What follows belongs to an exercise in optimizing a design on an open flow for small area; a production flow would make more cautious choices.
The RTL was checked by simulation tests, not by an equivalence proof against the original design.
Power figures rest on the tool's default switching activity, not on a simulated workload.

== v6 ==
// cpmTop
module cpmTop(
	input clk,
	input reset_n,
	input rx_wenmiao,
	input rx_fakong,
	input rx_adt,
	output tx_wenmiao,
	output tx_fakong,
	output tx_adt,
	input[7:0]  SJA1000_add_data_i,
	output[7:0] SJA1000_add_data_o,
	output      SJA1000_add_data_oe,
	output can_ale,can_cs_n,can_rd_n,can_wr_n,can_rst,
	output convert_dir
    );
Size: roughly 2,400 flip-flops, ~31 I/O pins, roughly 64,000 um2 of cells after synthesis.
Settings: LEC_CHECK=0, ABC_AREA=1, CAP_MARGIN=20, CORE_MARGIN=2, CORE_UTILIZATION=65, CTS_BUF_LIST=sky130_fd_sc_hd__clkbuf_16, CTS_CLUSTER_DIAMETER=100, CTS_CLUSTER_SIZE=30, SLEW_MARGIN=20; clock period 20.0 ns.
run.sh (not shown) runs the stock make flow with config.mk's settings and CLKGATE_MAP_FILE= SYNTH_SCRIPT=/design/flow/synth_recipe.tcl, a recipe that flattens the netlist after the stock synthesis.
Input changes introduced in v7 (baseline for comparison: v6):
diff --git a/flow/design.v b/flow/design.v
--- a/flow/design.v
+++ b/flow/design.v
@@ -650,23 +650,24 @@
 		if({1'b0, acol} == {1'b0, wt_cnt} + (wt_late ? 6'd2 : 6'd1)) pfw <= wt_tap;
 	end
 	always @ (*)
 		if(!wbuilt)				wt_byte = 8'd0;
 		else if(wt_cnt == 5'd0)	wt_byte = 8'h64;
 		else if(wt_cnt == 5'd1)	wt_byte = 8'h00;
 		else					wt_byte = pfw;
 	wire		ft_busy, ft_cap, ft_en, ft_late;
+	wire[7:0]	ftl_tap;
 	wire[5:0]	ft_cnt;
 	reg[7:0]	ft_byte;
 	my_uart_tx #(.LEN(32), .CW(6), .CHK(1)) ft (.clk(clk), .rst_n(reset_n), .frame_start(period_start),
 		.byte_in(ft_byte), .busy(ft_busy), .cnt(ft_cnt), .cap(ft_cap), .tx_en(ft_en), .late(ft_late), .tx(tx_fakong));
 	reg[1:0]	fbr;
 	reg			fbuilt, fp, fpv;
-	reg[7:0]	fw4, fw5, fw6, fw7, fw14, fw15, fa20, fa21;
+	reg[7:0]	fa20, fa21, pff;
 	always @ (posedge clk or negedge reset_n)
 		if(!reset_n) begin
 			fbr <= 2'd0;
 			fbuilt <= 1'b0;
 		end else begin
 			fbr <= {fbr[0], ft_busy};
 			if(fbr[1] & ~fbr[0])
 				fbuilt <= 1'b1;
@@ -686,46 +687,49 @@
 				marm <= 1'b1;
 				mmode <= 1'b0;
 			end else if(wcol == 6'd3)
 				marm <= 1'b0;
 			if(marm && (wcol == 6'd3))	mact <= 1'b1;
 			else if(wcol == 6'd56)		mact <= 1'b0;
 		end
 	wire[7:0]	fw_src = fpv ? (fp ? wb_tap : wa_tap) : 8'd0;
+	wire		ftl_put = mwin && mmode &&
+						  ((wcol == 6'd5) || (wcol == 6'd6) || (wcol == 6'd7) ||
+						   (wcol == 6'd8) || (wcol == 6'd15) || (wcol == 6'd16));
+	dline #(.N(6)) ftl (.clk(clk), .din(ftl_put ? fw_src : ftl_tap), .tap(ftl_tap));
+	wire[5:0]	ftg = ft_cnt + ft_late;
+	reg[3:0]	ftl_lab;
+	always @ (*)
+		case(ftg)
+		6'd14:	ftl_lab = 4'd5;
+		6'd15:	ftl_lab = 4'd6;
+		6'd16:	ftl_lab = 4'd7;
+		6'd17:	ftl_lab = 4'd8;
+		6'd18:	ftl_lab = 4'd3;
+		6'd19:	ftl_lab = 4'd4;
+		default: ftl_lab = 4'd0;		 
+		endcase
 	always @ (posedge clk) begin
 		if(fbr[1] & ~fbr[0]) begin
 			fp <= wptr;
 			fpv <= wv;
 			fa20 <= av ? alg20 : 8'd0;
 			fa21 <= av ? alg21 : 8'd0;
 		end
-		if(mwin && mmode)
-			case(wcol)
-			6'd5:  fw4  <= fw_src;
-			6'd6:  fw5  <= fw_src;
-			6'd7:  fw6  <= fw_src;
-			6'd8:  fw7  <= fw_src;
-			6'd15: fw14 <= fw_src;
-			6'd16: fw15 <= fw_src;
-			default: ;
-			endcase
+		if(fcol == ftl_lab) pff <= ftl_tap;
 	end
 	always @ (*)
 		if(!fbuilt)				ft_byte = 8'd0;
 		else case(ft_cnt)
 			6'd0:			ft_byte = 8'hAA;
 			6'd1:			ft_byte = 8'h8E;
 			6'd10, 6'd11:	ft_byte = 8'h55;
-			6'd14:			ft_byte = fw4;
-			6'd15:			ft_byte = fw5;
-			6'd16:			ft_byte = fw6;
-			6'd17:			ft_byte = fw7;
-			6'd18:			ft_byte = fw14;
-			6'd19:			ft_byte = fw15;
+			6'd14, 6'd15, 6'd16, 6'd17, 6'd18, 6'd19:
+							ft_byte = pff;
 			6'd20, 6'd21:	ft_byte = 8'hAA;
 			6'd22:			ft_byte = fa20;
 			6'd23:			ft_byte = fa21;
 			default:		ft_byte = 8'd0;
 		endcase
 	reg			s0, s1, s57, s58, p0, v0, fp0, fv0;
 	reg[5:0]	jf;
 	reg[3:0]	fjf;
==> comparison <==
Diff v7..v6 | clock power | negligible. Against v6, v7 comes in about 1.7% lower on via count. The more densely filled core belongs to v7, not v6. Slack of the critical path down 0.081 ns in v7 wrt v6. For layout overhead on the synthesized area, v7 and v6 come out practically identical. In the metrics for v7 and v6, the one carrying the higher combined area of all synthesized cells is v6. Area fraction in and, or, nand and nor cells after synthesis: v7 < v6. Detailed route wirelength on metal2 across v7 and v6: no real change. Going from v6 to v7, number of cell rows shrank slightly. The lower global-route track usage on met2 of v7 and v6 is in v6.

==> separate check: timing with driven ports <==
The flow's constraints put no driver on any port. The routed layouts listed below were extracted and timed again, unchanged, in two steps.
Step 1 sets driving cells, clkbuf_16 on the clock port and buf_2 on the other inputs (assumed; they add their load-dependent delay and slew).
Step 2 moves the port delays by t, midway between the first and last clock arrival at a register: inputs arrive t later, outputs are due t later. That takes back most of the time a late clock gives input paths.
a / b / c = ideal / step 1 / step 2; a / b = the first two.
run	shift t [ns]	slack for setup (ns)	clock arrival spread, ns	worst register clock-pin slew, ns
v6	0.771	13.359 / 13.295 / 13.913	0.042 / 0.042	0.12 / 0.12
v7	0.758	13.278 / 13.211 / 13.969	0.032 / 0.033	0.12 / 0.12
After both steps every run listed still meets setup and hold. The worst setup slack also covers recovery checks on asynchronous resets.
